From an optimization exercise on the open Yosys and OpenROAD flow, aimed at small area; shortcuts taken in it are not production practice. Function was not checked in any run shown here: the RTL went through the layout flow alone.

==> flow/design.v (outline; a module is shown in full before it is edited, if it fits) <==
// module lininterp: 3736 lines
// module lininterp_fa: 4 lines
// module lininterp_ha: 4 lines
module	lininterp #(
		parameter	INW   = 28,
				OWID  = 28,
				MPREC = 28,
				CTRBITS = 32
	) (
		input	wire			i_clk,
		input	wire			i_reset,
		input	wire			i_ce,
		input	wire	[(CTRBITS-1):0]	i_step,
		input	wire	[(INW-1):0]	i_data,
		output	wire			o_ce,
		output	wire	[(OWID-1):0]	o_data
	);
  // ...
==> flow/run.sh <==
#!/bin/bash
# synth_recipe.tcl (not shown) runs the flow's synth.tcl, then flattens the netlist and writes it again
# the make line also repeats each setting of config.mk as NAME=value (left out here)
make -C /OpenROAD-flow-scripts/flow DESIGN_CONFIG=/design/flow/config.mk WORK_HOME=/design/flow/orfs CLKGATE_MAP_FILE= SYNTH_SCRIPT=/design/flow/synth_recipe.tcl finish
==> flow/config.mk <==
export PLATFORM = sky130hd
export DESIGN_NAME = lininterp
export DESIGN_NICKNAME = lininterp
export VERILOG_FILES = /design/flow/design.v
export SDC_FILE = /design/flow/constraint.sdc
export NUM_CORES = 4
export LEC_CHECK = 0
export ABC_AREA = 1
export CAP_MARGIN = 20
export CORE_MARGIN = 2
export CORE_UTILIZATION = 40
export SLEW_MARGIN = 20
export SYNTH_HIERARCHICAL = 1
export SYNTH_MINIMUM_KEEP_SIZE = 0
==> flow/constraint.sdc <==
create_clock -name core_clock -period 10.0 [get_ports {i_clk}]
set_input_delay 2.0000 -clock core_clock [delete_from_list [all_inputs] [get_ports {i_clk}]]
set_output_delay 2.0000 -clock core_clock [all_outputs]
set_load 0.01 [all_outputs]
==> results.yml, run 1 <==
timing:
  setup_viol: 0
  max_freq_ghz: 0.125
  slew_headroom_pct: 25.4
  fin_setup_tns_ns: 0
  worst_pin_slew_ns: 1.12
worst_setup_path:
  path_max_fanout: 35
  cp_slowest_cell: "dfxtp_2"
  cp.buffers_inverters: 1
  crit_family: "adder cells"
yosys:
  yosys.cell_count.top_type: "fa_1"
  ys_ff_latch: 206
  synth_common_cells: "fa_1 (450), xor2_1 (425), o22ai_1 (391)"
  async_flop_share_pct: 0
  synth_area_per_cell_um2: 9.88
  synthAdderAreaFrac_pct: 39.3
  synth_area_mm2: 0.0277
floorplanning:
  start_util_pct: 40.4
outcome:
  status: "finished clean"
hold_path:
  hold_path_startpoint: "x_res[18]$_DFFE_PP_"
  hold_path.class: "flip-flop to flip-flop"
cells_and_area:
  multi_input_area_share_pct: 70.1
  regArea_mm2: 0.00499
  buffer_area_share_pct: 4.01
  layout-drive-gt1-share_pct: 7.70
  multi_input_comb_cells: 2196
  fin_nets: 3424
  regMostFlops: "r_counter"
global_routing:
  grtUsageMet3_pct: 4.42
clock_network:
  numCtsBuffers: 25
placed_design:
  dp_cells: 3663
==> run 2: changes to the inputs <==
--- a/flow/design.v
+++ b/flow/design.v
@@ -3707,17 +3707,16 @@
 	else
 		r_ce <= pre_ce || !r_ovfl;
 	always @(posedge i_clk)
 	if (i_reset)
 		r_offset <= 0;
 	else if (r_ce)
 		r_offset <= r_counter[31:4];
 	always @(posedge i_clk)
-	if (r_ce)
 		x_res <= rres;
 	always @(posedge i_clk)
 	if (i_reset)
 		x_ce <= 1'b0;
 	else
 		x_ce <= r_ce;
 	always @(posedge i_clk)
 	if (i_reset)
--- a/flow/config.mk
+++ b/flow/config.mk
@@ -4,11 +4,13 @@
 export VERILOG_FILES = /design/flow/design.v
 export SDC_FILE = /design/flow/constraint.sdc
 export NUM_CORES = 4
 export LEC_CHECK = 0
 export ABC_AREA = 1
 export CAP_MARGIN = 20
 export CORE_MARGIN = 2
 export CORE_UTILIZATION = 40
+export CTS_BUF_LIST = sky130_fd_sc_hd__clkbuf_4
+export CTS_CLUSTER_SIZE = 20
 export SLEW_MARGIN = 20
 export SYNTH_HIERARCHICAL = 1
 export SYNTH_MINIMUM_KEEP_SIZE = 0
==> run 2 against run 1 <==
  * Register-to-register slack improved by 0.09 ns
  * Design area fell by 1.3%
  * Highest routed layer unchanged
  * Still clean on timing, DRC and antenna
  * Sequential share of layout area fell by 0.73 points
  * Wire length rose by 0.99%
==> results.yml, run 2 <==
placed_design:
  dp_cells: 3611
  portBuffers: 91
  dp_hpwl_mm: 60.8
  placed_cell_area_mm2: 0.0288
  gp_congestion: 0.928
timing:
  final.setup_skew_ns: 0.101
  rsz0062_at_grt: "false"
  max_freq_ghz: 0.126
  setup_viol: 0
  worst_pin_slew_ns: 1.17
  hold_viol: 0
  min_period_ns: 7.94
  drv_slew: 0
  slew_headroom_pct: 22.0
  fin_setup_tns_ns: 0
  post-route-period-util_pct: 79.4
global_routing:
  grt_pass1_vias: 22565
  grt_pass1_wl_mm: 133
  grt_overflow_total: 0
  grtUsageTotal_pct: 24.6
  grt_max_degree: 76
  antenna_found_initial: 2
clock_network:
  cts_hold_buf: 0
  htree_levels: 2
  numCtsBuffers: 59
  cts_sinks: 206
  cts.reportedPaths.clkPinSlew_ns: 0.07
  ctsResizeCount: 0
  cts_root_buf: "clkbuf_4"
  cts_tree: "done"
  cts.path.max_buffers: 3
  clock_latency_ns: 0.84
  postCtsSetupBuffers: 0
hold_path:
  hold_path_startpoint: "x_res[7]$_DFF_P_"
  hold-path-cell-count: 0
  hold_path.class: "flip-flop to flip-flop"
cells_and_area:
  fillers: 6298
  final_common_cell: "fa_1"
  regArea_mm2: 0.00471
  fin_nets: 3467
  instances_no_fill: 3727
  layout-drive-gt1-share_pct: 9.40
  top_regs: "r_counter (32), r_slope (29)"
  syn2layout_area_growth_pct: 8.38
  most-common-layout-cells: "fa_1 (450), xor2_1 (420), o22ai_1 (392)"
  multi_input_comb_area_mm2: 0.0210
  fin_area_mm2: 0.0297
  largest_reg_flops: 32
  regMostFlops: "r_counter"
worst_setup_path:
  max_stage_delay_ns: 0.65
  startpoint_type: "flip-flop"
  path_max_fanout: 36
  cp_slowest_cell: "nand2_1"
  rr_startpoint: "r_offset[17]$_SDFFE_PP0P_"
  cp.arrival_ns: 8.65
  cp_data_required_time_ns: 10.72
  critPathCaptureType: "flip-flop"
  crit_top_cell: "fa_1"
  cp.buffers_inverters: 2
  crit_family: "adder cells"
  cp.depth: 26
  r2r.worst_path.cells: 26
  worstSetupPathType: "flip-flop to flip-flop"
  cp-startpoint: "r_offset[17]$_SDFFE_PP0P_"
drt:
  wire_per_inst_um: 23.3
  top_layer: "met4"
  met2RoutedLength_mm: 39.0
  route.detailed.drc: 0
  met3_length_mm: 8.10
  antenna_left: 0
  vias_per_cell: 5.87
  drt-met1-wl_mm: 36.0
  dr.pass1.iters: 5
  drt_iter0_markers: 2156
  vias: 21875
  drt_wl_total_mm: 86.8
yosys:
  synth.top_cells.by_area: "fa_1 (33%), xor2_1 (13%), dfxtp_1 (11%), o22ai_1 (9.0%), ha_1 (7.0%)"
  syn_inst: 2813
  synth_edf_count: 57
  yosys.cell_count.top_type: "fa_1"
  async_flop_share_pct: 0
  ys_ff_latch: 206
  yosysTopAreaCell: "fa_1"
  synth_area_per_cell_um2: 9.73
  synth_area_mm2: 0.0274
  synthFlopType: "dfxtp_1"
  yosysWarningCount: 7
  yosys.cell_types.count: 44
  synth_common_cells: "fa_1 (450), xor2_1 (420), o22ai_1 (392)"
  synth_top_area_share_pct: 32.9
  ys_seq_area_share_pct: 17.2
floorplanning:
  fp.dieH_um: 266
  rows: 95
  fp.dieW_um: 266
  core_mm2: 0.0674
  ios: 92
  die-area_mm2: 0.0705
  start_util_pct: 40.6
flow_run:
  cap_violations: 0
outcome:
  status: "finished clean"
[run 2: per-stage QoR]
| step | setup WS, ns | utilization, % | hold slack (ns) |
|---|---|---|---|
| 2_1_floorplan | 3.85 | - | 0.386 |
| 3_3_place_gp | 2.15 | 42.7 | 0.390 |
| 3_5_place_dp | 2.10 | 42.7 | 0.389 |
| 4_1_cts | 2.04 | 43.9 | 0.395 |
| 5_1_grt | 1.86 | 44.0 | 0.402 |
| 6_report | 2.06 | 44.0 | 0.391 |
[run 2: logic make-up after synthesis]
kind of cell	Yosys count	share of synthesized area (%)
compound gates	695	15.4
fa+ha+maj	602	39.9
buf+inv	426	6.50
other cells	1	0.0137
xor+xnor	452	14.5
simple gates	431	6.62
flops	206	17.2
[run 2: worst paths after layout]
path                                           end  slack (ns)
worst max register to register   x_res[27]$_DFF_P_        2.06
worst min register to register  p_res[7]$_DFFE_PP_        0.39
worst max-delay path             x_res[27]$_DFF_P_        2.06
worst min-delay path            p_res[7]$_DFFE_PP_        0.39
[run 2: layer usage]
| layer | vias to the layer above | global-route usage [%] |
|---|---|---|
| met5 | - | 0 |
| met4 | 0 | 9.85 |
| met3 | 215 | 5.43 |
| met2 | 1194 | 38.5 |
| met1 | 10950 | 33.2 |
| li1 | 9516 | - |
[run 2: cell type report]
cell class,instances,share of cell area [%]
tap,873,3.68
clock buffer,86,2.18
sequential,206,15.9
timing repair buffer,136,4.35
multi-input combinational,2196,70.8
antenna,2,0.0169
clock inverter,25,0.553
inverter,203,2.57
[run 2: Yosys stat by module (local to each module, per instance)]
| module | flops+latches | area [um2] | times used |
|---|---|---|---|
| lininterp | 206 | 19000 | 1 |
| lininterp_fa | 0 | 20.0 | 393 |
| lininterp_ha | 0 | 12.5 | 40 |
==> run 3: changes to the inputs <==
--- a/flow/config.mk
+++ b/flow/config.mk
@@ -11,4 +11,4 @@
 export CORE_UTILIZATION = 40
-export CTS_BUF_LIST = sky130_fd_sc_hd__clkbuf_4
-export CTS_CLUSTER_SIZE = 20
+export CTS_BUF_LIST = sky130_fd_sc_hd__clkbuf_8
+export CTS_CLUSTER_SIZE = 30
 export SLEW_MARGIN = 20
==> run 3 against run 2 <==
  * Via count fell by 1.4%
  * Register-to-register slack improved by 0.08 ns
  * Worst setup slack improved by 0.084 ns
  * Synthesized area did not move
  * Utilization fell by 0.076 points
  * Clock skew fell by 0.053 ns
  * Critical path depth did not move
  * Design area fell by 0.17%
  * Flip-flop and latch count did not move
==> results.yml, run 3 <==
placed_design:
  portBuffers: 91
  gp_congestion: 0.928
  dp_hpwl_mm: 60.8
clock_network:
  cts_hold_buf: 0
  numCtsBuffers: 38
  postCtsSetupBuffers: 0
  cts_root_buf: "clkbuf_8"
  htree_levels: 2
  cts.reportedPaths.clkPinSlew_ns: 0.06
  cts_sinks: 206
  cts_tree: "done"
  cts.path.max_buffers: 3
  ctsResizeCount: 0
  clock_latency_ns: 0.61
cells_and_area:
  layout-drive-gt1-share_pct: 7.98
  most-common-layout-cells: "fa_1 (450), xor2_1 (420), o22ai_1 (392)"
  top_regs: "r_counter (32), r_slope (29)"
  fin_nets: 3446
  diodes: 0
  final_common_cell: "fa_1"
  syn2layout_area_growth_pct: 8.19
  fillers: 6281
  largest_reg_flops: 32
  regMostFlops: "r_counter"
yosys:
  yosys.cell_count.top_type: "fa_1"
  yosysWarningCount: 7
  synthFlopType: "dfxtp_1"
  ys_seq_area_share_pct: 17.2
  synth.top_cells.by_area: "fa_1 (33%), xor2_1 (13%), dfxtp_1 (11%), o22ai_1 (9.0%), ha_1 (7.0%)"
  yosysTopAreaCell: "fa_1"
  ys_ff_latch: 206
  synth_area_mm2: 0.0274
  async_flop_share_pct: 0
  yosys.cell_types.count: 44
  syn_inst: 2813
  synth_area_per_cell_um2: 9.73
  synth_common_cells: "fa_1 (450), xor2_1 (420), o22ai_1 (392)"
  synth_top_area_share_pct: 32.9
  synth_edf_count: 57
floorplanning:
  start_util_pct: 40.6
  core_mm2: 0.0674
  die-area_mm2: 0.0705
  fp.dieW_um: 266
  ios: 92
  fp.dieH_um: 266
  rows: 95
global_routing:
  grt_pass1_wl_mm: 133
  grt_overflow_total: 0
  antenna_found_initial: 0
  grtUsageTotal_pct: 24.5
  grt_pass1_vias: 22372
  grt_max_degree: 76
worst_setup_path:
  worstSetupPathType: "flip-flop to flip-flop"
  cp_data_required_time_ns: 10.50
  startpoint_type: "flip-flop"
  r2r.worst_path.cells: 26
  cp.arrival_ns: 8.35
  cp-startpoint: "r_offset[17]$_SDFFE_PP0P_"
  critPathCaptureType: "flip-flop"
  rr_startpoint: "r_offset[17]$_SDFFE_PP0P_"
  path_max_fanout: 36
hold_path:
  hold_path.class: "flip-flop to flip-flop"
  hold-path-cell-count: 0
  hold_path_startpoint: "x_res[10]$_DFF_P_"
timing:
  post-route-period-util_pct: 78.5
  min_period_ns: 7.85
  max_freq_ghz: 0.127
  setup_viol: 0
  slew_headroom_pct: 22.4
  rsz0062_at_grt: "false"
  hold_viol: 0
  fin_setup_tns_ns: 0
  final.setup_skew_ns: 0.0476
  worst_pin_slew_ns: 1.16
  drv_slew: 0
drt:
  drt_wl_total_mm: 86.5
  drt_iter0_markers: 2255
  vias_per_cell: 5.86
  route.detailed.drc: 0
  antenna_left: 0
  vias: 21560
  wire_per_inst_um: 23.5
  dr.pass1.iters: 5
flow_run:
  cap_violations: 0
outcome:
  status: "finished clean"
-- run 3: cell type report --
type / instances / area, um2 / share of cell area [%]
clock buffer: 42 / 578 / 1.95
inverter: 203 / 762 / 2.57
clock inverter: 25 / 185 / 0.626
multi-input combinational: 2196 / 21000 / 70.9
tap: 873 / 1090 / 3.69
sequential: 206 / 4710 / 15.9
timing repair buffer: 136 / 1290 / 4.36
-- run 3: path summary, 6_finish.rpt --
path | to | slack [ns]
max reg2reg | x_res[27]$_DFF_P_ | 2.15
min | p_res[10]$_DFFE_PP_ | 0.40
max | x_res[27]$_DFF_P_ | 2.15
min reg2reg | p_res[10]$_DFFE_PP_ | 0.40
-- run 3: layer usage --
metal | track usage [%] | wire (um)
met5 | 0 | 0
met4 | 9.67 | 3440
met3 | 5.26 | 8230
met2 | 38.3 | 39000
met1 | 33.2 | 35800
-- run 3: critical path, cell delays in order, from the launching register on --
cell	delay (ns)
dfxtp_2	0.33
buf_4	0.63
nor2_2	0.16
inv_2	0.07
nand2_1	0.65
o22ai_1	0.49
xor2_1	0.23
fa_1	0.46
fa_1	0.50
fa_1	0.53
fa_1	0.52
fa_1	0.52
fa_1	0.50
ha_1	0.37
a21o_1	0.21
nor2_1	0.15
nand2_1	0.08
a21oi_2	0.15
nand2_4	0.12
nand2_2	0.08
nand2_2	0.11
nand2_2	0.09
nand2_2	0.08
nand2_2	0.08
nand2_2	0.05
fa_1	0.38
xnor2_1	0.13
-- run 3: logic make-up after synthesis --
family	count (synthesis)	share of synthesized area, %
simple gates	431	6.62
xor+xnor	452	14.5
fa+ha+maj	602	39.9
flops	206	17.2
buf+inv	426	6.50
other cells	1	0.0137
compound gates	695	15.4
-- run 3: per-module statistics from Yosys (local to each module, per instance) --
module	copies in the design	flops+latches
lininterp	1	206
lininterp_ha	40	0
lininterp_fa	393	0
-- run 3: metrics by stage --
stage               setup slack (ns)  std cells  cell area [um2]  util [%]  hold slack (ns)
finish                          2.15       3681            29600      43.9            0.401
global route                    1.87       3681            29600      43.9            0.405
CTS                             2.08       3678            29500      43.8            0.399
detailed placement              2.10       3611            28800      42.7            0.389
global placement                2.15       3611            28800      42.7            0.390
floorplan                       3.85       2828            27400         -            0.386
==> run 4: changes to the inputs <==
--- a/flow/config.mk
+++ b/flow/config.mk
@@ -10,5 +10,4 @@
 export CORE_MARGIN = 2
-export CORE_UTILIZATION = 40
-export CTS_BUF_LIST = sky130_fd_sc_hd__clkbuf_8
-export CTS_CLUSTER_SIZE = 30
+export CORE_UTILIZATION = 70
+export PLACE_DENSITY = 0.8
 export SLEW_MARGIN = 20
==> run 4 against run 3 <==
  * Largest cell class unchanged
  * Wire length down 0.75%
  * Hold slack better by 0.00095 ns
  * Highest routed layer is now met5
  * Critical path depth unchanged
  * Still clean
  * Synthesized cell count unchanged
==> results.yml, run 4 <==
drt:
  wire_per_inst_um: 26.0
  drt_wl_total_mm: 85.8
  dr.pass1.iters: 5
  route.detailed.drc: 0
  vias_per_cell: 6.83
  drt-met1-wl_mm: 31.4
  met3_length_mm: 12.0
  vias: 22585
  top_layer: "met5"
  met2RoutedLength_mm: 37.4
  drt_iter0_markers: 2723
  antenna_left: 0
worst_setup_path:
  worstSetupPathType: "flip-flop to flip-flop"
  worst_r2r_endpoint: "x_res[26]$_DFF_P_"
  critPathCaptureType: "flip-flop"
  r2r.worst_path.cells: 26
  cp.arrival_ns: 8.54
  startpoint_type: "flip-flop"
  cp_data_required_time_ns: 10.41
  cp-startpoint: "r_offset[3]$_SDFFE_PP0P_"
  rr_startpoint: "r_offset[3]$_SDFFE_PP0P_"
  r2r_slack_ns: 1.87
  endpoint: "x_res[26]$_DFF_P_"
  path_max_fanout: 28
clock_network:
  htree_levels: 1
  cts.path.max_buffers: 3
  cts_hold_buf: 0
  cts_sinks: 206
  cts_tree: "done"
  ctsResizeCount: 0
  cts_root_buf: "clkbuf_16"
  numCtsBuffers: 23
  postCtsSetupBuffers: 0
  cts.reportedPaths.clkPinSlew_ns: 0.06
  clock_latency_ns: 0.56
floorplanning:
  ios: 92
  rows: 72
  start_util_pct: 70.8
  die-area_mm2: 0.0407
  core_mm2: 0.0386
  fp.dieH_um: 202
  fp.dieW_um: 202
timing:
  fin_setup_tns_ns: 0
  hold_viol: 0
  setup_viol: 0
  final.setup_skew_ns: 0.0201
  worst_pin_slew_ns: 1.14
  post-route-period-util_pct: 81.3
  min_period_ns: 8.13
  drv_slew: 0
  max_freq_ghz: 0.123
  rsz0062_at_grt: "false"
  holdWs_ns: 0.402
  slew_headroom_pct: 23.7
cells_and_area:
  regMostFlops: "r_counter"
  fin_nets: 3438
  final_common_cell: "fa_1"
  most-common-layout-cells: "fa_1 (450), xor2_1 (420), o22ai_1 (392)"
  diodes: 0
  layout-drive-gt1-share_pct: 7.53
  largest_reg_flops: 32
  top_regs: "r_counter (32), r_slope (29)"
  syn2layout_area_growth_pct: 6.44
  finish.utilization_pct: 75.4
global_routing:
  grt_overflow_total: 0
  grt_pass1_wl_mm: 134
  grt_pass1_vias: 23789
  antenna_found_initial: 1
  grtUsageTotal_pct: 43.0
  grt_max_degree: 74
placed_design:
  gp_congestion: 0.997
  portBuffers: 91
  dp_hpwl_mm: 60.5
yosys:
  yosys.cell_count.top_type: "fa_1"
  async_flop_share_pct: 0
  synthFlopType: "dfxtp_1"
  ys_seq_area_share_pct: 17.2
  ys_ff_latch: 206
  yosysTopAreaCell: "fa_1"
  synth_common_cells: "fa_1 (450), xor2_1 (420), o22ai_1 (392)"
  synth_edf_count: 57
  yosysWarningCount: 7
  synth_area_mm2: 0.0274
  synth_top_area_share_pct: 32.9
  syn_inst: 2813
  synth.top_cells.by_area: "fa_1 (33%), xor2_1 (13%), dfxtp_1 (11%), o22ai_1 (9.0%), ha_1 (7.0%)"
  yosys.cell_types.count: 44
  synth_area_per_cell_um2: 9.73
flow_run:
  cap_violations: 0
hold_path:
  hold_path.class: "flip-flop to flip-flop"
outcome:
  status: "finished clean"
-- run 4: cell types whose count changed in the layout (fill, tap and decap cells not counted), moves of 3 or more --
cell / previous run / this run
clkbuf_16: 0 / 24
clkbuf_1: 0 / 8
clkinv_1: 5 / 2
clkinvlp_4: 3 / 0
buf_4: 42 / 51
clkbuf_8: 42 / 2
inv_1: 164 / 152
-- run 4: worst min path at each step --
| stage | cells after the start | startpoint | endpoint | slack [ns] |
|---|---|---|---|---|
| after floorplan | 0 | x_res[0]$_DFF_P_ | p_res[0]$_DFFE_PP_ | 0.39 |
| after global placement | 0 | x_res[12]$_DFF_P_ | p_res[12]$_DFFE_PP_ | 0.39 |
| after detailed placement | 0 | x_res[12]$_DFF_P_ | p_res[12]$_DFFE_PP_ | 0.39 |
| after CTS | 0 | x_res[16]$_DFF_P_ | p_res[16]$_DFFE_PP_ | 0.40 |
| after global routing | 0 | x_res[6]$_DFF_P_ | p_res[6]$_DFFE_PP_ | 0.40 |
| final | 0 | x_res[16]$_DFF_P_ | p_res[16]$_DFFE_PP_ | 0.40 |
-- run 4: layout make-up --
| class | instances | area [um2] |
|---|---|---|
| well taps | 518 | 648 |
| flip-flops and latches | 206 | 4710 |
| inverters | 203 | 762 |
| repair buffers | 143 | 1300 |
| clock inverters | 7 | 78.8 |
| clock buffers | 34 | 658 |
| fillers | 2651 | 9520 |
| multi-input cells | 2196 | 21000 |
-- run 4: cells by family after synthesis --
group / share of synthesized area [%]
adder cells (fa/ha/maj): 39.9
AO/OA/AOI/OAI: 15.4
other: 0.0137
XOR/XNOR: 14.5
buffers and inverters: 6.50
AND/OR/NAND/NOR: 6.62
flip-flops: 17.2
-- run 4: per-layer routing --
| layer | vias up | global-route usage, % |
|---|---|---|
| met1 | 11002 | 55.4 |
| met4 | 2 | 20.4 |
| met2 | 1758 | 65.3 |
| met3 | 411 | 15.1 |
| li1 | 9412 | - |
| met5 | - | 0 |
-- run 4: per-stage QoR --
stage	worst slack, ns	area [um2]	cells
detailed placement	2.06	28400	3265
global placement	2.21	28400	3265
finish	1.87	29100	3307
global route	1.70	29100	3307
CTS	2.04	29100	3306
floorplan	3.85	27400	2828
-- run 4: modules after synthesis (local to each module, per instance) --
module | cells inside | times used | cell area, um2 | flip-flops and latches
lininterp_ha | 1 | 40 | 12.5 | 0
lininterp_fa | 1 | 393 | 20.0 | 0
lininterp | 2380 | 1 | 19000 | 206
-- run 4: worst max-delay path, stage by stage (launching register included) --
cell     delay [ns]
dfxtp_2        0.43
buf_4          0.51
inv_2          0.15
o21ai_2        0.79
buf_4          0.37
o22ai_1        0.11
xor2_1         0.30
fa_1           0.52
fa_1           0.55
fa_1           0.52
fa_1           0.58
fa_1           0.55
fa_1           0.54
ha_1           0.32
nand2_1        0.05
nor2_1         0.23
nand2_1        0.15
nor2_2         0.18
nand2_4        0.07
nand2_4        0.12
nand2_2        0.06
nand2_2        0.16
nand2_2        0.07
nand2_2        0.09
nand2_2        0.05
nand2_2        0.05
fa_1           0.44

[separate check: timing with driven ports]
In the flow no input, the clock included, has a driving cell. The finished layouts below were timed again as built, in two steps.
Step 1 sets driving cells, clkbuf_16 on the clock port and buf_2 on the other inputs (assumed; they add their load-dependent delay and slew).
Step 2, shift: input delay + t, output delay - t, t = (earliest + latest rising clock arrival at the registers) / 2. This alone moves slack from input paths to output paths.
a / b / c = no drivers / after step 1 / after step 2; a / b = the first two.
| run | t (ns) | setup slack, ns | worst setup path at the end | worst register clock-pin slew, ns | pins driven straight from the clock port |
|---|---|---|---|---|---|
| run 1 | 0.613 | 1.976 / 1.976 / 1.976 | register to register | 0.07 / 0.07 | 1 |
| run 2 | 0.849 | 2.064 / 2.064 / 2.064 | register to register | 0.08 / 0.08 | 1 |
| run 3 | 0.638 | 2.148 / 2.148 / 2.148 | register to register | 0.07 / 0.07 | 1 |
| run 4 | 0.609 | 1.867 / 1.867 / 1.867 | register to register | 0.06 / 0.06 | 1 |
After both steps every run listed still meets setup and hold.
